Background: an optimization exercise with open tools, aiming at small area. Do not read the settings as production practice.
Function was checked by simulation only, so behaviour that the tests miss may differ from the original.
No activity file was given, so power comes from the tool's default toggle rates.

`flow/config.mk`:
```
export PLATFORM = sky130hd
export DESIGN_NAME = synth
export DESIGN_NICKNAME = synth
export VERILOG_FILES = /design/flow/design.v
export SDC_FILE = /design/flow/constraint.sdc
export NUM_CORES = 4
export LEC_CHECK = 0
export CAP_MARGIN = 20
export CORE_MARGIN = 2
export CORE_UTILIZATION = 40
export CTS_CLUSTER_DIAMETER = 100
export CTS_CLUSTER_SIZE = 24
export SLEW_MARGIN = 20
```
`flow/constraint.sdc`:
```
create_clock -name core_clock -period 20.0 [get_ports {ctl_clk}]
set_input_delay 4.0000 -clock core_clock [delete_from_list [all_inputs] [get_ports {ctl_clk}]]
set_output_delay 4.0000 -clock core_clock [all_outputs]
set_load 0.01 [all_outputs]
```
`flow/flow/my_synth.tcl`:
```
# The standard flow's synthesis (synth_recipe.tcl, sourced below) with one change: ABC maps
# the combinational logic with flow/amap.abc (area-oriented amap mapping),
# without the flow's area/speed script, delay target or driver/load
# constraints. Registers and everything before and after ABC are as in the
# standard synthesis.
proc abc {args} {
  set out [list -script $::env(FLOW_WORK)/flow/amap.abc]
  set skip 0
  foreach a $args {
    if {$skip} { set skip 0; continue }
    if {$a eq "-script" || $a eq "-D" || $a eq "-constr"} { set skip 1; continue }
    lappend out $a
  }
  yosys abc {*}$out
}
source $::env(FLOW_WORK)/synth_recipe.tcl
```
`flow/flow/amap.abc`:
```
strash
&get -n
&fraig -x
&put
scorr
dc2
strash
dch -f
amap -m
```
`flow/flow/run.sh`:
```
#!/bin/bash
# Layout: the standard flow (standard.sh) with two changes:
#  - synthesis: flow/my_synth.tcl wraps synth_recipe.tcl, changing only the
#    ABC mapping script (flow/amap.abc); adders are left to ABC (no
#    ADDER_MAP_FILE),
#  - port buffers: every input and output port still gets a buffer, made
#    from sky130_fd_sc_hd__buf_1.
set -euo pipefail
W=$(pwd)
export FLOW_WORK=$W
export BUFFER_PORTS_ARGS="-buffer_cell sky130_fd_sc_hd__buf_1"
sed -e "s#SYNTH_SCRIPT=[^ ]*synth_recipe.tcl#SYNTH_SCRIPT=$W/flow/my_synth.tcl ADDER_MAP_FILE=#" standard.sh > my_standard.sh
grep -q "my_synth.tcl" my_standard.sh
bash my_standard.sh > standard.log 2>&1
```
`flow/design.v`:
```
module synth #(
    parameter integer BITWIDTH    = 24,
    parameter integer FIXED_POINT = 8,
    parameter integer FREQ_WIDTH  = 16,
    parameter integer AMP_WIDTH   = 16,
    parameter integer NUM_UNITS   = 8
    )
    (
        input  wire                            aud_freq,  
        input  wire [NUM_UNITS-1:0]            trigger,
        output wire [NUM_UNITS-1:0]            ch_in_use,
        input  wire [FREQ_WIDTH*NUM_UNITS-1:0] vco_freq_in,
        input  wire [2*NUM_UNITS-1:0]          vco_wave_type,
        input  wire [FIXED_POINT*NUM_UNITS-1:0] vca_attack_in,
        input  wire [FIXED_POINT*NUM_UNITS-1:0] vca_decay_in,
        input  wire [FIXED_POINT*NUM_UNITS-1:0] vca_sustain_in,
        input  wire [FIXED_POINT*NUM_UNITS-1:0] vca_release_in,
        input  wire [AMP_WIDTH*NUM_UNITS-1:0]   amp_in_l,
        input  wire [AMP_WIDTH*NUM_UNITS-1:0]   amp_in_r,
        output wire i2s_mclk,
        output wire i2s_bclk,
        output wire i2s_lrck,
        output wire i2s_tx,
        input  wire ctl_clk,
        input  wire ctl_rst
    );
    reg       mcnt;
    reg       mclk_r;
    always @(posedge ctl_clk) begin
        if (!ctl_rst) begin
            mcnt   <= 1'b0;
            mclk_r <= 1'b0;
        end else if (!mcnt) begin
            mcnt   <= 1'b1;
        end else begin
            mcnt   <= 1'b0;
            mclk_r <= ~mclk_r;
        end
    end
    reg [3:0] bcnt;
    reg       bclk_r;
    wire      btog      = aud_freq ? (bcnt >= 4'd7) : (bcnt >= 4'd15);
    wire      bclk_rise = ctl_rst && btog && !bclk_r;
    wire      bclk_fall = ctl_rst && btog && bclk_r;
    always @(posedge ctl_clk) begin
        if (!ctl_rst) begin
            bcnt   <= 4'd0;
            bclk_r <= 1'b0;
        end else if (!btog) begin
            bcnt   <= bcnt + 4'd1;
        end else begin
            bcnt   <= 4'd0;
            bclk_r <= ~bclk_r;
        end
    end
    reg [9:0] acnt;
    reg       lrck_r;
    wire      atog   = aud_freq ? (acnt >= 10'd511) : (acnt == 10'd1023);
    wire      aud_en = ctl_rst && atog && !lrck_r;
    always @(posedge ctl_clk) begin
        if (!ctl_rst) begin
            acnt   <= 10'd0;
            lrck_r <= 1'b0;
        end else if (!atog) begin
            acnt   <= acnt + 10'd1;
        end else begin
            acnt   <= 10'd0;
            lrck_r <= ~lrck_r;
        end
    end
    reg ahold, arst;
    always @(posedge ctl_clk) begin
        if (!ctl_rst) begin
            arst  <= 1'b0;
            ahold <= 1'b1;
        end else begin
            if (!(lrck_r | ahold)) arst <= 1'b1;
            if (lrck_r) ahold <= 1'b0;
        end
    end
    assign i2s_mclk = mclk_r;
    assign i2s_bclk = bclk_r;
    assign i2s_lrck = lrck_r;
    reg       act;
    reg [5:0] u;
    reg [2:0] vi;
    always @(posedge ctl_clk) begin
        if (!ctl_rst) begin
            act <= 1'b0;
            u   <= 6'd0;
            vi  <= 3'd0;
        end else if (!act) begin
            u  <= 6'd0;
            vi <= 3'd0;
            if (!lrck_r && acnt == 10'd39) act <= 1'b1;
        end else if (u == 6'd48) begin
            u  <= 6'd0;
            vi <= vi + 3'd1;
            if (vi == 3'd7) act <= 1'b0;
        end else begin
            u <= u + 6'd1;
        end
    end
    wire [7:0] voh = ahold ? 8'd0 : (8'd1 << vi);
    integer    av;
    wire p0  = act && (u == 6'd0);
    wire p16 = act && (u == 6'd16);
    wire p40 = act && (u == 6'd40);
    wire p48 = act && (u == 6'd48);
    reg  [8*27-1:0] ring_p;    
    reg  [8*16-1:0] ring_f;    
    reg  [8*21-1:0] ring_e;    
    reg  [8*27-1:0] ring_y0;   
    reg  [8*27-1:0] ring_y1;   
    wire [26:0] hp  = ring_p [8*27-1 -: 27];
    wire [15:0] hf  = ring_f [8*16-1 -: 16];
    wire [20:0] he  = ring_e [8*21-1 -: 21];
    wire [26:0] hy0 = ring_y0[8*27-1 -: 27];
    wire [26:0] hy1 = ring_y1[8*27-1 -: 27];
    wire [26:0] p_new;
    wire [20:0] e_new;
    wire [26:0] y_new;
    reg  [15:0] f_live;
    wire [26:0] in_p  = p40 ? p_new  : hp;
    wire [15:0] in_f  = p16 ? f_live : hf;
    wire [20:0] in_e  = p40 ? (ahold ? 21'd0 : e_new)  : he;
    wire [26:0] in_y0 = p0  ? (ahold ? 27'd0 : hy1)    : hy0;
    wire [26:0] in_y1 = p48 ? (ahold ? 27'd0 : y_new)  : hy1;
    always @(posedge ctl_clk) begin
        ring_p  <= {ring_p [7*27-1:0], in_p};
        ring_f  <= {ring_f [7*16-1:0], in_f};
        ring_e  <= {ring_e [7*21-1:0], in_e};
        ring_y0 <= {ring_y0[7*27-1:0], in_y0};
        ring_y1 <= {ring_y1[7*27-1:0], in_y1};
    end
    reg  [25:0] mq;
    reg  [25:0] acc;
    reg  [7:0]  lo;
    reg         sgn;
    reg  [25:0] w_mag;
    reg         w_neg;
    reg         w_addg;
    reg  [1:0]  wt;
    always @(*) begin
        w_addg = 1'b0;
        case (wt)
            2'd0: begin
                w_mag = 26'h1FFFFFF;
                w_neg = !hp[26];
            end
            2'd1: begin
                w_mag  = hp[26] ? hp[25:0] : ~hp[25:0];
                w_neg  = !hp[26];
                w_addg = hp[26];
            end
            2'd2: begin
                w_mag = {hp[24:0] ^ {25{~hp[25]}}, 1'b1};
                w_neg = (hp[26] == hp[25]);
            end
            default: begin
                w_mag = 26'd0;
                w_neg = 1'b0;
            end
        endcase
    end
    wire [7:0]  gain   = he[15:8];
    wire        sel_acc = act && (u == 6'd17 || u == 6'd34);
    wire        sel_p   = p40;
    wire        ch_r   = (u >= 6'd18);
    wire [3:0]  j      = ch_r ? (u[3:0] - 4'd2) : (u[3:0] - 4'd1);
    reg  [15:0] amp_l_v, amp_r_v;
    always @(*) begin
        amp_l_v = 16'd0;
        amp_r_v = 16'd0;
        for (av = 0; av < 8; av = av + 1) begin
            amp_l_v = amp_l_v | (amp_in_l[16*av +: 16] & {16{voh[av]}});
            amp_r_v = amp_r_v | (amp_in_r[16*av +: 16] & {16{voh[av]}});
        end
    end
    always @(*) begin
        f_live = 16'd0;
        wt     = 2'd0;
        trg    = 1'b0;
        e_at   = 8'd0;
        e_de   = 8'd0;
        e_su   = 8'd0;
        e_re   = 8'd0;
        for (av = 0; av < 8; av = av + 1) begin
            f_live = f_live | (vco_freq_in   [16*av +: 16] & {16{voh[av]}});
            wt     = wt     | (vco_wave_type [2*av +: 2]   & {2{voh[av]}});
            trg    = trg    | (trigger[av] & voh[av]);
            e_at   = e_at   | (vca_attack_in [8*av +: 8]   & {8{voh[av]}});
            e_de   = e_de   | (vca_decay_in  [8*av +: 8]   & {8{voh[av]}});
            e_su   = e_su   | (vca_sustain_in[8*av +: 8]   & {8{voh[av]}});
            e_re   = e_re   | (vca_release_in[8*av +: 8]   & {8{voh[av]}});
        end
    end
    wire [15:0] amp_v  = ch_r ? amp_r_v : amp_l_v;
    wire        ampbit = amp_v[j];
    wire        mbit   = ((u >= 6'd1 && u <= 6'd16) || (u >= 6'd18 && u <= 6'd33)) ? ampbit :
                         (u >= 6'd41 && u <= 6'd48) ? lo[0] : 1'b0;
    wire [25:0] ain    = (u == 6'd1 || u == 6'd18) ? 26'd0 : acc;
    wire [31:0] base;
    wire [30:0] t31;
    wire [23:0] q;
    wire        dneg_w;
    wire [26:0] g      = {q, 3'b000};
    wire [31:0] op_a   = sel_acc ? base :
                         sel_p   ? {5'd0, hp} : {6'd0, ain};
    wire [31:0] op_b   = sel_acc ? ({1'b0, t31} ^ {32{sgn}}) :
                         sel_p   ? {4'd0, {1'b0, g} ^ {28{dneg_w}}} :
                                   {6'd0, (mbit ? mq : 26'd0)};
    wire        op_c   = sel_acc ? sgn : (sel_p ? dneg_w : 1'b0);
    wire [31:0] sum    = op_a + op_b + {31'd0, op_c};
    wire [26:0] msum   = sum[26:0];
    always @(posedge ctl_clk) begin
        if (p0) begin
            mq  <= hy0[25:0];
            sgn <= hy0[26];
        end else if (p40) begin
            mq  <= w_mag;
            sgn <= w_neg;
        end
        acc  <= p40 ? {18'd0, (w_addg ? gain : 8'd0)} : msum[26:1];
        lo   <= p40 ? gain : {msum[0], lo[7:1]};
    end
    assign y_new = {sgn, msum[26:1]};
    reg  [31:0] accl, accr;
    wire        clip  = |acc[25:23];
    assign      t31   = clip ? 31'h7FFFFFFF : {acc[22:0], lo};
    assign      base  = (vi == 3'd0) ? 32'd0 : ((u == 6'd34) ? accr : accl);
    always @(posedge ctl_clk) begin
        if (act && u == 6'd17) accl <= sum;
        if (act && u == 6'd34) accr <= sum;
    end
    reg         af_lat;
    always @(posedge ctl_clk) begin
        if (aud_en) af_lat <= aud_freq;
    end
    reg  [8:0]  rem;
    reg  [23:0] dq;
    reg         dneg;
    wire [15:0] absf = hf[15] ? (~hf + 16'd1) : hf;
    wire [9:0]  dvs  = af_lat ? 10'd375 : 10'd187;
    wire [9:0]  r2   = {rem, dq[23]};
    wire        qb   = (r2 >= dvs);
    wire [9:0]  r2s  = r2 - dvs;
    always @(posedge ctl_clk) begin
        if (p16) begin
            rem  <= {1'b0, absf[15:8]};
            dq   <= {absf[7:0], 16'd0};
            dneg <= hf[15];
        end else begin
            rem  <= qb ? r2s[8:0] : r2[8:0];
            dq   <= {dq[22:0], qb};
        end
    end
    assign q      = {dq[22:0], qb};
    assign dneg_w = dneg;
    wire [27:0] psum  = sum[27:0];
    wire        pwrap = dneg ? psum[27] : (psum[27] | (&psum[26:0]));
    assign p_new = (ahold || (q == 24'd0) || pwrap) ? 27'd0 : psum[26:0];
    wire [2:0]  es   = he[20:18];
    wire [17:0] ec   = he[17:0];
    reg         trg;
    reg  [7:0]  e_at;
    reg  [7:0]  e_de;
    reg  [7:0]  e_su;
    reg  [7:0]  e_re;
    wire        e_add = (es == 3'd1);
    wire [7:0]  e_x   = e_add ? e_at : ((es == 3'd2) ? e_de : e_re);
    wire [18:0] e_sum = {1'b0, ec} + {1'b0, {10'd0, e_x} ^ {18{~e_add}}} + {18'd0, e_add};
    reg  [2:0]  es_n;
    reg  [17:0] ec_n;
    always @(*) begin
        es_n = 3'd0;
        ec_n = 18'd0;
        case (es)
            3'd0: begin
                es_n = trg ? 3'd1 : 3'd0;
            end
            3'd1: begin
                if (e_sum[17:0] >= 18'd65535) begin
                    es_n = 3'd2;
                    ec_n = 18'd65535;
                end else begin
                    es_n = 3'd1;
                    ec_n = e_sum[17:0];
                end
            end
            3'd2: begin
                if (e_sum[18] && (e_sum[17:0] <= {2'b00, e_su, 8'd0})) begin
                    es_n = 3'd3;
                    ec_n = {2'b00, e_su, 8'd0};
                end else begin
                    es_n = 3'd2;
                    ec_n = e_sum[17:0];
                end
            end
            3'd3: begin
                es_n = trg ? 3'd3 : 3'd4;
                ec_n = ec;
            end
            3'd4: begin
                if (e_sum[18] && (e_sum[17:0] <= 18'd255)) begin
                    es_n = 3'd0;
                    ec_n = 18'd0;
                end else begin
                    es_n = 3'd4;
                    ec_n = e_sum[17:0];
                end
            end
            default: begin
                es_n = 3'd0;
                ec_n = 18'd0;
            end
        endcase
    end
    assign e_new = {es_n, ec_n};
    reg [7:0] used;
    integer   k;
    always @(posedge ctl_clk) begin
        if (!arst) used <= 8'd0;
        else if (aud_en) begin
            for (k = 0; k < 8; k = k + 1)
                used[(14 - k) % 8] <= (ring_e[21*k+18 +: 3] != 3'd0);
        end
    end
    assign ch_in_use = used;
    reg        chg_reg, aclk_chg;
    always @(posedge ctl_clk) begin
        if (!arst) begin
            chg_reg  <= 1'b0;
            aclk_chg <= 1'b0;
        end else if (bclk_rise) begin
            chg_reg  <= lrck_r;
            aclk_chg <= lrck_r ^ chg_reg;
        end
    end
    reg [31:0] wl;
    reg [24:0] wr;
    reg        wvalid;
    wire       wload = bclk_fall && aclk_chg && !lrck_r;
    always @(posedge ctl_clk) begin
        if (wload) begin
            wl <= {accl[31:8], 8'd0};
            wr <= {1'b0, accr[31:8]};
        end else begin
            if (bclk_fall) wl <= {wl[30:0], wl[31]};
            if (bclk_fall && lrck_r) wr <= {wr[23:0], 1'b0};
        end
        if (!arst) wvalid <= 1'b0;
        else if (wload) wvalid <= 1'b1;
    end
    assign i2s_tx = wvalid && (lrck_r ? wr[24] : wl[31]);
endmodule
```
`flow/standard.sh`:
```
#!/bin/bash
# synth_recipe.tcl (not shown) runs the flow's synth.tcl, then flattens the netlist and writes it again
# the make line also repeats each setting of config.mk as NAME=value (left out here)
make -C /OpenROAD-flow-scripts/flow DESIGN_CONFIG=/design/flow/config.mk WORK_HOME=/design/flow/orfs CLKGATE_MAP_FILE= SYNTH_SCRIPT=/design/flow/synth_recipe.tcl "${@:-finish}"
```
==> key figures, run 1 <==
Run status
  • Outcome: timing/DRC/antenna clean

Floorplan
  • Starting Density: 40.37%
  • Boundary pin count: 679
  • Core area: 91800 um2
  • Std cell rows: 111
  • Die height: 308.4 um
  • Die Footprint: 95100 um2
  • Die W: 308.4 um

Placed design
  • Routability cong.: 0.9996
  • Place WS: 6.300 ns
  • Area after DPL: 41800 um2
  • DPL Wire Length: 104800 um
  • Port Buffers: 678
  • Placed cell count: 5126

Min path
  • Worst Hold Endpoint: ring_p[98]
  • Hold Path Class: reg -> reg
  • Hold depth: 0
  • Min-delay src: ring_p[71]

Power
  • Comb power frac: 4.3%
  • Pleak: 15.16 nW
  • Internal power: 3.080 mW
  • Clk pwr share: 32.2%
  • Switch Pwr: 853.7 uW
  • Maximum vdd drop: 0.06733 mV
  • Pwr per Cell Area: 90.52 nW/um2
  • Sw frac: 21.70%
  • Sequential Power Share: 63.5%

Critical path
  • R2R depth: 53
  • Slowest cell on crit path: o41ai_1
  • CP Launch Type: primary input
  • Slowest stage delay, CP: 0.79 ns
  • Worst Path Max Fanout: 27
  • R2R Path End: ring_p[15]
  • FF-to-FF Start: u[1]
  • FF-to-FF setup slack: 7.24 ns
  • CP most frequent cell: a31oi_1
  • WP data required: 20.51 ns
  • Nature of the critical path endpoint: register
  • Setup CP Type: in -> reg
  • CP arrival: 13.82 ns

Yosys
  • Syn Inst Count: 3139
  • Synth top cells by count: dfxtp_1 (1061), nor2_1 (325), clkinv_1 (224), nand2_1 (201), a222oi_1 (155)
  • Number of synthesized register bits: 1202
  • Yosys top cell area share: 57.31%
  • Top_reg_cell synth: dfxtp_1
  • Netlist Area Pre-Place: 37060 um2
  • Synth top area cells: dfxtp_1 (57%), edfxtp_1 (11%), a222oi_1 (4.2%)
  • Synth warnings: 1
  • Post-synth top area cell: dfxtp_1
  • Syn_nets: 3806
  • Post-synthesis cell type count: 51
  • Post-synth ARST share: 0%
  • EDFF count, synth: 141
  • Seq/Total Area, Yosys: 68.74%
  • Mean area per synthesized cell: 11.81 um2
  • Count leader, synth: dfxtp_1

Final layout
  • Layout cells sized above 1: 3.933%
  • Non-filler cells, final: 5227
  • Final instance area: 43460 um2
  • Final nets: 4610
  • P&R area growth vs syn: 17.25%
  • Biggest regs: ring_p (216), ring_y0 (216), ring_y1 (216)

Routing
  • Via/cell ratio: 5.732
  • Wire length per cell: 27.57 um
  • Starting DRT DRC Count: 3856
  • Final ANT Viol Nets: 0
  • Final wirelength: 144100 um
  • DRC Markers: 0
  • First drt pass iteration count: 14
  • Via count: 29.96k

Timing
  • RSZ-0062 raised after global routing: no
  • Final WS setup: 6.696 ns
  • F_max: 0.07517 GHz
  • Fin Setup TNS: 0 ns
  • Endpoints failing setup: 0
  • Worst-Margin Slew: 1.210 ns
  • Tmin final: 13.30 ns
  • Clock skew: 0.04902 ns
  • Period utilisation layout: 66.52%
  • Final slew viol count: 0
  • Worst slew margin: 19.33%
  • Hold Fails Final Rpt: 0

CTS
  • CTS tree: built
  • Clk latency of the worst-skew pair: 0.67 ns
  • PostCTS Resize Cnt: 0
  • Max Buffers Root-to-Sink: 3
  • CTS root buffer: clkbuf_16
  • Clk sinks: 1202
  • CTS Hold Bufs: 0
  • Postcts setup bufs: 0
  • Total CTS buffers: 56
  • Worst-path clk slew: 0.09 ns
  • Htree depth: 2

GRT
  • Total global-route track usage: 29.41%
  • Vias in the first global route: 27.54k
  • Largest net degree at the start of global routing: 116
  • Initial antenna violation count: 37
  • First-pass GRT wire length: 199800 um
  • Grt total ovfl: 0

Run
  • Max-cap viol count: 0
kinds of logic after synthesis:
kind of cell              after synthesis  synth area share (%)
buffers and inverters                 224                 2.269
DFF                                  1202                 68.74
muxes                                   2               0.05739
AOI/OAI and AO/OA                    1012                 20.90
and+or+nand+nor                       697                 7.994
xor gates and xnor gates                2               0.04727
cell type report:
cell class | count | area, um2
diodes | 18 | 45.04
clock buffers | 77 | 1523
clock inverters | 4 | 71.32
fillers | 8513 | 48350
inverters | 224 | 840.8
multi-input cells | 1713 | 10870
flip-flops and latches | 1202 | 25470
well taps | 1243 | 1555
repair buffers | 746 | 3073
power by group through the flow:
stage / clock [mW] / sequential [mW] / combinational [mW]
finish: 1.27 / 2.50 / 0.170
global route: 1.39 / 2.50 / 0.185
CTS: 1.30 / 2.50 / 0.163
detailed placement: 0 / 2.55 / 0.162
global placement: 0 / 2.55 / 0.160
floorplan: 0 / 2.54 / 0.0696
metal layers:
layer	vias to the layer above	GRT usage, %	part of all wire (%)
li1	13660	-	-
met1	14480	40.61	43
met2	1593	42.70	42
met3	233	8.665	10
met4	6	12.58	4.2
met5	-	0	0.032
placed cells by master (no fill, tap or decap), drive strengths merged, types with 100 or more instances in the layout:
cell / Yosys / routed
a21oi: 109 / 109
a221oi: 100 / 100
a222oi: 155 / 155
buf: 0 / 746
clkinv: 224 / 224
dfxtp: 1061 / 1061
edfxtp: 141 / 141
nand2: 201 / 201
nor2: 325 / 325
o21ai: 134 / 134
o22ai: 134 / 134
critical path, delay by kind of cell:
| family | cells | cell delay [ns] |
|---|---|---|
| simple gates | 15 | 2.27 |
| compound gates | 27 | 6.32 |
| buf+inv | 5 | 1.18 |
stage by stage:
stage / hold WS [ns] / power (mW) / utilization [%]
floorplan: 0.3096 / 2.612 / -
global placement: 0.3096 / 2.711 / 45.53
detailed placement: 0.3121 / 2.712 / 45.53
CTS: 0.3050 / 3.957 / 47.27
global route: 0.3056 / 4.071 / 47.32
finish: 0.2935 / 3.934 / 47.34
how the worst max path moves through the flow:
stage	start	end	slack, ns
global placement	amp_in_l[18]	ring_p[10]	6.11
CTS	amp_in_r[1]	ring_p[9]	6.92
global route	amp_in_r[1]	ring_p[5]	6.00
finish	amp_in_l[19]	ring_p[15]	6.70
floorplan	u[5]	ring_p[0]	3.80
detailed placement	amp_in_l[18]	ring_p[9]	6.30
==> inputs of run 2 (changes only) <==
--- a/flow/config.mk
+++ b/flow/config.mk
@@ -12,2 +12,4 @@
 export CTS_CLUSTER_SIZE = 24
+export GPL_ROUTABILITY_DRIVEN = 0
+export GPL_TIMING_DRIVEN = 0
 export SLEW_MARGIN = 20
==> key figures, run 2 <==
Run status
  • Outcome: timing/DRC/antenna clean

Critical path
  • Slowest cell on crit path: a21o_1
  • FF-to-FF Start: u[1]
  • Slowest stage delay, CP: 0.82 ns
  • Crit path to: ring_p[6]
  • Setup CP Type: in -> reg
  • CP most frequent cell: a21oi_1
  • Worst Setup SP: amp_in_r[16]
  • Nature of the critical path endpoint: register
  • CP arrival: 15.25 ns
  • WP data required: 20.50 ns
  • CP Launch Type: primary input
  • R2R depth: 54
  • Worst Path Max Fanout: 26
  • FF-to-FF setup slack: 5.62 ns
  • R2R Path End: ring_p[6]

CTS
  • CTS Hold Bufs: 0
  • Clk latency of the worst-skew pair: 0.66 ns
  • Htree depth: 2
  • Total CTS buffers: 56
  • Postcts setup bufs: 0
  • Worst-path clk slew: 0.09 ns
  • CTS root buffer: clkbuf_16
  • Max Buffers Root-to-Sink: 3
  • Clk sinks: 1202
  • CTS tree: built
  • PostCTS Resize Cnt: 0

Timing
  • F_max: 0.06780 GHz
  • Final slew viol count: 0
  • Clock skew: 0.03670 ns
  • Worst-Margin Slew: 1.206 ns
  • Endpoints failing setup: 0
  • RSZ-0062 raised after global routing: no
  • Period utilisation layout: 73.75%
  • Worst slew margin: 19.42%
  • Hold Fails Final Rpt: 0
  • Tmin final: 14.75 ns
  • Fin Setup TNS: 0 ns

Floorplan
  • Die W: 308.4 um
  • Boundary pin count: 679
  • Std cell rows: 111
  • Die height: 308.4 um
  • Die Footprint: 95100 um2
  • Core area: 91800 um2
  • Starting Density: 40.37%

Yosys
  • Yosys top cell area share: 57.31%
  • Count leader, synth: dfxtp_1
  • Syn Inst Count: 3139
  • Synth top cells by count: dfxtp_1 (1061), nor2_1 (325), clkinv_1 (224), nand2_1 (201), a222oi_1 (155)
  • Top_reg_cell synth: dfxtp_1
  • Post-synthesis cell type count: 51
  • Seq/Total Area, Yosys: 68.74%
  • Syn_nets: 3806
  • EDFF count, synth: 141
  • Mean area per synthesized cell: 11.81 um2
  • Number of synthesized register bits: 1202
  • Netlist Area Pre-Place: 37060 um2
  • Synth top area cells: dfxtp_1 (57%), edfxtp_1 (11%), a222oi_1 (4.2%)
  • Post-synth ARST share: 0%
  • Synth warnings: 1
  • Post-synth top area cell: dfxtp_1

Placed design
  • Placed cell count: 5145
  • Area after DPL: 42560 um2
  • Port Buffers: 678
  • DPL Wire Length: 102200 um

Routing
  • Final ANT Viol Nets: 0
  • DRC Markers: 0
  • Wire length per cell: 26.02 um
  • Final wirelength: 136600 um
  • First drt pass iteration count: 17
  • Starting DRT DRC Count: 4683
  • Via count: 30.43k
  • Via/cell ratio: 5.795

Power
  • Total power: 3.920 mW
  • Pwr per Cell Area: 88.67 nW/um2
  • Pleak: 15.44 nW
  • Maximum vdd drop: 0.05914 mV

Run
  • Max-cap viol count: 0

Final layout
  • P&R area growth vs syn: 19.27%
  • Commonest non-fill, non-tap cell in the layout: dfxtp_1
  • Layout cells sized above 1: 4.775%
  • Biggest regs: ring_p (216), ring_y0 (216), ring_y1 (216)
  • Commonest non-fill, non-tap cells in the layout: dfxtp_1 (1059), buf_1 (678), nor2_1 (309), clkinv_1 (216), nand2_1 (197)
  • Core Util, Final: 48.15%
  • Final instance area: 44200 um2
  • Non-filler cells, final: 5251
  • Final nets: 4627
  • # fillers: 8382

GRT
  • Largest net degree at the start of global routing: 85
  • First-pass GRT wire length: 191400 um
  • Grt total ovfl: 0
  • Total global-route track usage: 27.85%
  • Initial antenna violation count: 41
  • Vias in the first global route: 27.99k

Min path
  • Hold Path Class: reg -> reg
-- run 2: cell counts after synthesis --
No cell type changed its count.
-- run 2: power breakdown --
| group | switching [mW] | internal, mW |
|---|---|---|
| Clock | 0.717 | 0.533 |
| Sequential | 0.0298 | 2.47 |
| Combinational | 0.108 | 0.0654 |
-- run 2: metal layers --
metal	share of wire [%]	track usage, %	wire length (um)	vias up
met1	43	38.29	58940	14590
li1	-	-	-	13700
met5	0.28	2.532	384	-
met4	4.7	11.87	6457	22
met2	40	39.14	54620	1800
met3	12	9.895	16230	319
-- run 2: logic make-up after synthesis --
group,Yosys count,share of synthesized area (%)
DFF,1202,68.74
AOI/OAI and AO/OA,1012,20.90
and+or+nand+nor,697,7.994
buffers and inverters,224,2.269
xor gates and xnor gates,2,0.04727
muxes,2,0.05739
-- run 2: final cells by class --
| cell class | instances | area, um2 | share of cell area (%) |
|---|---|---|---|
| Sequential cell | 1202 | 25480 | 57.63 |
| Multi-Input combinational cell | 1713 | 10950 | 24.77 |
| Timing Repair Buffer | 763 | 3732 | 8.443 |
| Tap cell | 1243 | 1555 | 3.518 |
| Clock buffer | 75 | 1515 | 3.428 |
| Inverter | 224 | 857.1 | 1.939 |
| Antenna cell | 29 | 72.57 | 0.1642 |
| Clock inverter | 2 | 46.29 | 0.1047 |
-- run 2: how the worst min path moves through the flow --
stage                            start            to  slack [ns]  cells after the start
after global routing       ring_p[164]   ring_p[191]        0.31                      0
after floorplan             ring_e[79]   ring_e[100]        0.31                      0
after CTS                  ring_p[164]   ring_p[191]        0.31                      0
after detailed placement    ring_p[10]    ring_p[37]        0.31                      0
after global placement     ring_e[133]   ring_e[154]        0.31                      0
final                     ring_y1[115]  ring_y1[142]        0.31                      0
-- run 2: stage by stage --
| stage | hold WS, ns | setup WS [ns] |
|---|---|---|
| after floorplan | 0.3096 | 3.801 |
| after global placement | 0.3095 | -6.741 |
| after detailed placement | 0.3121 | 4.825 |
| after CTS | 0.3063 | 5.471 |
| after global routing | 0.3133 | 4.264 |
| final | 0.3102 | 5.250 |
-- run 2: critical path, delay by kind of cell --
kind / cells / cell delay [ns]
compound gates: 27 / 6.79
simple gates: 17 / 2.95
buf+inv: 5 / 1.44
==> inputs of run 3 (changes only) <==
--- a/flow/design.v
+++ b/flow/design.v
@@ -106,4 +106,4 @@
     wire p0  = act && (u == 6'd0);
-    wire p16 = act && (u == 6'd16);
-    wire p40 = act && (u == 6'd40);
+    wire p8  = act && (u == 6'd8);
+    wire p24 = act && (u == 6'd24);
     wire p48 = act && (u == 6'd48);
@@ -123,7 +123,7 @@
     reg  [15:0] f_live;
-    wire [26:0] in_p  = p40 ? p_new  : hp;
-    wire [15:0] in_f  = p16 ? f_live : hf;
-    wire [20:0] in_e  = p40 ? (ahold ? 21'd0 : e_new)  : he;
-    wire [26:0] in_y0 = p0  ? (ahold ? 27'd0 : hy1)    : hy0;
-    wire [26:0] in_y1 = p48 ? (ahold ? 27'd0 : y_new)  : hy1;
+    wire [26:0] in_p  = p48 ? p_new  : hp;
+    wire [15:0] in_f  = p24 ? f_live : hf;
+    wire [20:0] in_e  = p0  ? (ahold ? 21'd0 : e_new)  : he;
+    wire [26:0] in_y0 = p8  ? (ahold ? 27'd0 : hy1)    : hy0;
+    wire [26:0] in_y1 = p8  ? (ahold ? 27'd0 : y_new)  : hy1;
     always @(posedge ctl_clk) begin
@@ -166,6 +166,7 @@
     wire [7:0]  gain   = he[15:8];
-    wire        sel_acc = act && (u == 6'd17 || u == 6'd34);
-    wire        sel_p   = p40;
-    wire        ch_r   = (u >= 6'd18);
-    wire [3:0]  j      = ch_r ? (u[3:0] - 4'd2) : (u[3:0] - 4'd1);
+    wire        sel_env = p0;
+    wire        sel_acc = act && (u == 6'd25 || u == 6'd42);
+    wire        sel_p   = p48;
+    wire        ch_r   = (u >= 6'd26);
+    wire [3:0]  j      = ch_r ? (u[3:0] - 4'd10) : (u[3:0] - 4'd9);
     reg  [15:0] amp_l_v, amp_r_v;
@@ -199,5 +200,8 @@
     wire        ampbit = amp_v[j];
-    wire        mbit   = ((u >= 6'd1 && u <= 6'd16) || (u >= 6'd18 && u <= 6'd33)) ? ampbit :
-                         (u >= 6'd41 && u <= 6'd48) ? lo[0] : 1'b0;
-    wire [25:0] ain    = (u == 6'd1 || u == 6'd18) ? 26'd0 : acc;
+    wire        mbit   = ((u >= 6'd9 && u <= 6'd24) || (u >= 6'd26 && u <= 6'd41)) ? ampbit :
+                         (u >= 6'd1 && u <= 6'd8) ? lo[0] : 1'b0;
+    wire [25:0] ain    = (u == 6'd9 || u == 6'd26) ? 26'd0 : acc;
+    wire [17:0] env_a;
+    wire [17:0] env_b;
+    wire        env_c;
     wire [31:0] base;
@@ -208,7 +212,9 @@
     wire [31:0] op_a   = sel_acc ? base :
-                         sel_p   ? {5'd0, hp} : {6'd0, ain};
+                         sel_p   ? {5'd0, hp} :
+                         sel_env ? {14'd0, env_a} : {6'd0, ain};
     wire [31:0] op_b   = sel_acc ? ({1'b0, t31} ^ {32{sgn}}) :
                          sel_p   ? {4'd0, {1'b0, g} ^ {28{dneg_w}}} :
+                         sel_env ? {14'd0, env_b} :
                                    {6'd0, (mbit ? mq : 26'd0)};
-    wire        op_c   = sel_acc ? sgn : (sel_p ? dneg_w : 1'b0);
+    wire        op_c   = sel_acc ? sgn : sel_p ? dneg_w : sel_env ? env_c : 1'b0;
     wire [31:0] sum    = op_a + op_b + {31'd0, op_c};
@@ -217,10 +223,10 @@
         if (p0) begin
-            mq  <= hy0[25:0];
-            sgn <= hy0[26];
-        end else if (p40) begin
             mq  <= w_mag;
             sgn <= w_neg;
+        end else if (p8) begin
+            mq  <= hy0[25:0];
+            sgn <= hy0[26];
         end
-        acc  <= p40 ? {18'd0, (w_addg ? gain : 8'd0)} : msum[26:1];
-        lo   <= p40 ? gain : {msum[0], lo[7:1]};
+        acc  <= p0 ? {18'd0, (w_addg ? gain : 8'd0)} : msum[26:1];
+        lo   <= p0 ? gain : {msum[0], lo[7:1]};
     end
@@ -230,6 +236,6 @@
     assign      t31   = clip ? 31'h7FFFFFFF : {acc[22:0], lo};
-    assign      base  = (vi == 3'd0) ? 32'd0 : ((u == 6'd34) ? accr : accl);
+    assign      base  = (vi == 3'd0) ? 32'd0 : ((u == 6'd42) ? accr : accl);
     always @(posedge ctl_clk) begin
-        if (act && u == 6'd17) accl <= sum;
-        if (act && u == 6'd34) accr <= sum;
+        if (act && u == 6'd25) accl <= sum;
+        if (act && u == 6'd42) accr <= sum;
     end
@@ -248,3 +254,3 @@
     always @(posedge ctl_clk) begin
-        if (p16) begin
+        if (p24) begin
             rem  <= {1'b0, absf[15:8]};
@@ -271,3 +277,6 @@
     wire [7:0]  e_x   = e_add ? e_at : ((es == 3'd2) ? e_de : e_re);
-    wire [18:0] e_sum = {1'b0, ec} + {1'b0, {10'd0, e_x} ^ {18{~e_add}}} + {18'd0, e_add};
+    assign env_a = ec;
+    assign env_b = {10'd0, e_x} ^ {18{~e_add}};
+    assign env_c = e_add;
+    wire [18:0] e_sum = sum[18:0];
     reg  [2:0]  es_n;
==> flow/flow/amap.abc (replaced) <==
strash
dc2
strash
dc2
strash
dch -f
amap -m
--- a/flow/config.mk
+++ b/flow/config.mk
@@ -10,6 +10,5 @@
 export CORE_UTILIZATION = 40
+export CTS_BUF_LIST = sky130_fd_sc_hd__clkbuf_4 sky130_fd_sc_hd__clkbuf_8 sky130_fd_sc_hd__clkbuf_16
 export CTS_CLUSTER_DIAMETER = 100
 export CTS_CLUSTER_SIZE = 24
-export GPL_ROUTABILITY_DRIVEN = 0
-export GPL_TIMING_DRIVEN = 0
 export SLEW_MARGIN = 20
==> key figures, run 3 <==
CTS
  • Postcts setup bufs: 0
  • Htree depth: 2
  • CTS tree: built
  • PostCTS Resize Cnt: 0
  • Max Buffers Root-to-Sink: 3
  • Total CTS buffers: 56
  • Clk sinks: 1202
  • CTS Hold Bufs: 0
  • Clk latency of the worst-skew pair: 0.67 ns
  • Worst-path clk slew: 0.09 ns
  • CTS root buffer: clkbuf_16

Yosys
  • Post-synth ARST share: 0%
  • Synth warnings: 1
  • Top_reg_cell synth: dfxtp_1
  • Post-synth top area cell: dfxtp_1
  • Number of synthesized register bits: 1202
  • Syn_nets: 3742
  • Count leader, synth: dfxtp_1
  • Post-synthesis compound-gate area fraction: 19.85%
  • Synth Area in Simple Gates: 7.840%
  • Synth top area cells: dfxtp_1 (58%), edfxtp_1 (12%), a222oi_1 (3.8%)
  • Netlist Area Pre-Place: 36580 um2
  • Mean area per synthesized cell: 11.89 um2
  • EDFF count, synth: 141
  • Syn Inst Count: 3075
  • Seq/Total Area, Yosys: 69.65%
  • Main combinational cell family by area after synthesis: compound AO/OA/AOI/OAI gates
  • Mux contribution to synthesized area: 0%
  • Yosys top cell area share: 58.07%
  • Post-Synth Adder-Cell Area: 0%
  • Post-synthesis cell type count: 49
  • Synth top cells by count: dfxtp_1 (1061), nor2_1 (282), clkinv_1 (251), o22ai_1 (198), nand2_1 (146)
  • XOR/XNOR share of the synthesized area: 0%

Routing
  • Final wirelength: 117600 um
  • First drt pass iteration count: 10
  • Starting DRT DRC Count: 3350
  • DRC Markers: 0
  • Final ANT Viol Nets: 0
  • Via count: 28.83k
  • Wire length per cell: 23.18 um
  • Via/cell ratio: 5.685

Min path
  • Hold Path Class: reg -> reg

Critical path
  • Buf/Inv on CP: 6
  • CP most frequent cell: nor2_1
  • WP data required: 20.53 ns
  • Largest delay contributor family on the critical path: compound AO/OA/AOI/OAI gates
  • Worst Path Max Fanout: 27
  • Slowest cell on crit path: clkinv_1
  • Slowest stage delay, CP: 0.73 ns
  • CP arrival: 15.38 ns
  • Nature of the critical path endpoint: register
  • CP Launch Type: primary input
  • FF-to-FF setup slack: 6.37 ns
  • Setup CP Type: in -> reg

Final layout
  • Commonest non-fill, non-tap cell in the layout: dfxtp_1
  • Biggest regs: ring_p (216), ring_y0 (216), ring_y1 (216)
  • Commonest non-fill, non-tap cells in the layout: dfxtp_1 (1061), buf_1 (678), nor2_1 (274), clkinv_1 (249), o22ai_1 (197)
  • # fillers: 8303
  • Final nets: 4532
  • Non-filler cells, final: 5072
  • Layout cells sized above 1: 4.324%
  • P&R area growth vs syn: 17.07%

GRT
  • First-pass GRT wire length: 168900 um
  • Largest net degree at the start of global routing: 66
  • Vias in the first global route: 26.26k
  • Initial antenna violation count: 22
  • Total global-route track usage: 23.87%
  • Grt total ovfl: 0

Run status
  • Outcome: timing/DRC/antenna clean

Floorplan
  • Die W: 306.4 um
  • Starting Density: 40.51%
  • Die height: 306.4 um
  • Std cell rows: 110
  • Core area: 90290 um2
  • Die Footprint: 93870 um2
  • Boundary pin count: 679

Timing
  • Worst-Margin Slew: 1.181 ns
  • F_max: 0.06735 GHz
  • Fin Setup TNS: 0 ns
  • Hold Fails Final Rpt: 0
  • Tmin final: 14.85 ns
  • RSZ-0062 raised after global routing: no
  • Worst slew margin: 21.00%
  • Endpoints failing setup: 0
  • Final slew viol count: 0
  • Period utilisation layout: 74.24%
  • Clock skew: 0.04479 ns
  • Final WS setup: 5.152 ns

Placed design
  • Placed cell count: 4982
  • DPL Wire Length: 84600 um
  • Port Buffers: 678
  • Place WS: 4.799 ns
  • Routability cong.: 0.9433

Power
  • Total power: 3.889 mW
  • Maximum vdd drop: 0.07092 mV
  • Pleak: 14.78 nW
  • Pwr per Cell Area: 90.82 nW/um2

Run
  • Max-cap viol count: 0
[run 3: cell types whose count changed in the layout (fill, tap and decap cells not counted), sizes merged, moves of 17 or more]
cell    delta
buf       -24
a32o      -30
a21oi     -37
diode     -18
nand3     +17
o22a      +29
nor2      -43
clkinv    +26
o32a      -21
o22ai     +64
a221oi    -34
nand2     -55
[run 3: routing by layer]
metal / wire (um) / track usage (%) / vias up
met2: 51410 / 36.48 / 1552
met5: 120 / 0 / -
li1: - / - / 13300
met3: 11470 / 5.834 / 255
met1: 49750 / 32.54 / 13710
met4: 4808 / 9.485 / 18
[run 3: stage by stage]
| step | hold slack, ns | area, um2 | util (%) |
|---|---|---|---|
| 6_report | 0.3128 | 42820 | 47.43 |
| 5_1_grt | 0.3265 | 42820 | 47.42 |
| 3_5_place_dp | 0.3121 | 41180 | 45.61 |
| 2_1_floorplan | 0.3096 | 36580 | - |
| 4_1_cts | 0.3172 | 42780 | 47.39 |
| 3_3_place_gp | 0.3095 | 41180 | 45.61 |
[run 3: final cells by class]
cell class              instances  area (um2)  area share [%]
repair buffers                740        3010           7.031
flip-flops and latches       1202       25470           59.49
inverters                     251       942.2           2.200
clock buffers                  73        1529           3.571
clock inverters                 5       72.57          0.1695
diodes                         11       27.53         0.06429
well taps                    1176        1471           3.436
multi-input cells            1614       10290           24.03
[run 3: path summary, 6_finish.rpt]
kind / from / end / cells past startpoint
max: amp_in_l[75] / ring_p[24] / 61
min: ring_y1[16] / ring_y1[43] / 0
max reg2reg: ahold / ring_p[24] / 65
min reg2reg: ring_y1[16] / ring_y1[43] / 0
[run 3: power breakdown]
group / leakage, nW / internal, mW / switching (mW)
Sequential: 10.0 / 2.46 / 0.0234
Combinational: 3.94 / 0.0678 / 0.0758
Clock: 0.803 / 0.543 / 0.718
[run 3: cell families (layout without fill, tap and decap cells)]
family                 count (synthesis)  in the layout
other                                  0             11
DFF                                 1202           1202
buffers and inverters                259           1069
AOI/OAI and AO/OA                    966            966
and+or+nand+nor                      648            648
[run 3: worst register-to-register path, delay by kind of cell, from the launching register on]
kind,cells,cell delay (ns)
flops,1,0.59
compound gates,29,6.63
buf+inv,8,2.29
simple gates,28,4.02
==> inputs of run 4 (changes only) <==
--- a/flow/config.mk
+++ b/flow/config.mk
@@ -10,3 +10,2 @@
 export CORE_UTILIZATION = 40
-export CTS_BUF_LIST = sky130_fd_sc_hd__clkbuf_4 sky130_fd_sc_hd__clkbuf_8 sky130_fd_sc_hd__clkbuf_16
 export CTS_CLUSTER_DIAMETER = 100
==> key figures, run 4 <==
Run status
  • Outcome: timing/DRC/antenna clean

Critical path
  • Largest delay contributor family on the critical path: compound AO/OA/AOI/OAI gates
  • WP data required: 20.52 ns
  • CP Launch Type: primary input
  • Worst Path Max Fanout: 27
  • Slowest stage delay, CP: 0.72 ns
  • CP arrival: 15.46 ns
  • CP most frequent cell: nor2_1
  • Buf/Inv on CP: 6
  • Setup CP Type: in -> reg
  • Slowest cell on crit path: clkinv_1
  • Nature of the critical path endpoint: register

Final layout
  • Non-filler cells, final: 5073
  • Final nets: 4532
  • Final instance area: 42760 um2
  • FF/Latch Area: 25470 um2
  • Core Util, Final: 47.36%
  • Biggest regs: ring_p (216), ring_y0 (216), ring_y1 (216)
  • P&R area growth vs syn: 16.90%
  • Layout cells sized above 1: 3.887%
  • Footprint of the multi-input gates: 10290 um2
  • Commonest non-fill, non-tap cell in the layout: dfxtp_1
  • # fillers: 8317
  • Commonest non-fill, non-tap cells in the layout: dfxtp_1 (1061), buf_1 (678), nor2_1 (274), clkinv_1 (249), o22ai_1 (197)

Floorplan
  • Die height: 306.4 um
  • Die W: 306.4 um
  • Boundary pin count: 679
  • Starting Density: 40.51%
  • Core area: 90290 um2
  • Die Footprint: 93870 um2
  • Std cell rows: 110

CTS
  • Clk latency of the worst-skew pair: 0.67 ns
  • Htree depth: 2
  • CTS tree: built
  • CTS root buffer: clkbuf_16
  • Worst-path clk slew: 0.09 ns
  • Max Buffers Root-to-Sink: 3
  • Total CTS buffers: 56
  • CTS Hold Bufs: 0
  • PostCTS Resize Cnt: 0
  • Clk sinks: 1202
  • Postcts setup bufs: 0

Yosys
  • Netlist Area Pre-Place: 36580 um2
  • Count leader, synth: dfxtp_1
  • Post-synth ARST share: 0%
  • Mean area per synthesized cell: 11.89 um2
  • Post-synthesis cell type count: 49
  • Synth top cells by count: dfxtp_1 (1061), nor2_1 (282), clkinv_1 (251), o22ai_1 (198), nand2_1 (146)
  • Synth top area cells: dfxtp_1 (58%), edfxtp_1 (12%), a222oi_1 (3.8%)
  • Synth warnings: 1
  • Number of synthesized register bits: 1202
  • Seq/Total Area, Yosys: 69.65%
  • Post-synth top area cell: dfxtp_1
  • EDFF count, synth: 141
  • Yosys top cell area share: 58.07%
  • Syn_nets: 3742
  • Syn Inst Count: 3075
  • Top_reg_cell synth: dfxtp_1

Routing
  • Via/cell ratio: 5.688
  • Starting DRT DRC Count: 3283
  • Wire length per cell: 23.14 um
  • Final wirelength: 117400 um
  • First drt pass iteration count: 9
  • DRC Markers: 0
  • Final ANT Viol Nets: 0
  • Via count: 28.85k

Timing
  • Worst-Margin Slew: 1.100 ns
  • Final WS setup: 5.059 ns
  • Endpoints failing setup: 0
  • Period utilisation layout: 74.71%
  • RSZ-0062 raised after global routing: no
  • Hold Fails Final Rpt: 0
  • Clock skew: 0.04113 ns
  • Min Hold Slack: 0.3143 ns
  • Tmin final: 14.94 ns
  • Worst slew margin: 26.69%
  • Final slew viol count: 0
  • Fin Setup TNS: 0 ns
  • F_max: 0.06693 GHz

Placed design
  • Port Buffers: 678
  • Area after DPL: 41180 um2
  • Place WS: 4.799 ns
  • Placed cell count: 4982
  • Routability cong.: 0.9433
  • DPL Wire Length: 84600 um

GRT
  • Largest net degree at the start of global routing: 66
  • Grt total ovfl: 0
  • Vias in the first global route: 26.26k
  • Total global-route track usage: 23.87%
  • Initial antenna violation count: 22
  • First-pass GRT wire length: 168900 um

Power
  • Maximum vdd drop: 0.07036 mV
  • Pwr per Cell Area: 90.40 nW/um2
  • Total power: 3.865 mW
  • Pleak: 14.72 nW

Run
  • Max-cap viol count: 0

Min path
  • Hold Path Class: reg -> reg
run 4: logic make-up after synthesis:
family / count (synthesis) / share of synthesized area (%)
compound gates: 966 / 19.85
buf+inv: 259 / 2.658
flops: 1202 / 69.65
simple gates: 648 / 7.841
run 4: cell type report:
type | instances | area share (%)
clock buffer | 73 | 3.427
clock inverter | 5 | 0.1697
antenna | 12 | 0.07023
multi-input combinational | 1614 | 24.07
inverter | 251 | 2.203
sequential | 1202 | 59.58
tap | 1176 | 3.441
timing repair buffer | 740 | 7.041
run 4: worst paths after layout:
path | slack (ns) | endpoint | cells past startpoint | start
max | 5.06 | ring_p[17] | 61 | amp_in_l[75]
min reg2reg | 0.31 | ring_y1[43] | 0 | ring_y1[16]
min | 0.31 | ring_y1[43] | 0 | ring_y1[16]
max reg2reg | 6.26 | ring_p[17] | 65 | ahold
run 4: worst register-to-register path: cells and delay by family, from the launching register on:
kind            cells  cell delay, ns
simple gates       28            4.04
buf+inv             8            2.29
compound gates     29            6.73
flops               1            0.60
run 4: per-layer routing:
layer	share of wire, %	GRT usage (%)	wire length (um)	vias to the layer above
li1	-	-	-	13300
met1	42	32.47	49660	13750
met2	44	36.61	51640	1561
met3	9.8	5.924	11530	226
met4	3.8	9.200	4475	18
met5	0.089	0	104	-
run 4: power breakdown:
part / internal, mW / leakage [nW] / total (mW) / switching (mW)
Sequential: 2.46 / 10.0 / 2.48 / 0.0235
Clock: 0.520 / 0.744 / 1.24 / 0.718
Combinational: 0.0678 / 3.94 / 0.143 / 0.0753
Total: 3.05 / 14.7 / 3.87 / 0.817

-- afterwards: timing with drivers on the ports --
Ports are ideal in the flow. The routed layouts listed here were re-timed in OpenROAD.
Step 1, drivers: a clkbuf_16 drives ctl_clk and a buf_2 each remaining input, both assumed.
Step 2 times the ports against the registers' clock, not the clock port: input delays grow and output delays shrink by t, the midpoint of the rising clock arrivals with the driver on.
a / b / c = ideal ports / drivers / drivers and shift; a / b = the first two.
run	shift t [ns]	setup WS [ns]	latest minus earliest clock arrival (ns)	slew at the worst register clock pin (ns)	worst data-port slew with drivers (ns)
run 1	0.718	6.696 / 6.735 / 6.017	0.050 / 0.051	0.10 / 0.10	0.19
run 2	0.714	5.250 / 5.282 / 4.568	0.037 / 0.037	0.11 / 0.11	0.22
run 3	0.718	5.152 / 5.194 / 4.476	0.046 / 0.046	0.11 / 0.11	0.16
run 4	0.716	5.059 / 5.101 / 4.385	0.042 / 0.042	0.11 / 0.11	0.17
After both steps setup and hold are still met in every run listed. For run 2, which loses most, drivers alone change the setup slack by +0.032 ns; drivers and shift together by -0.682 ns.
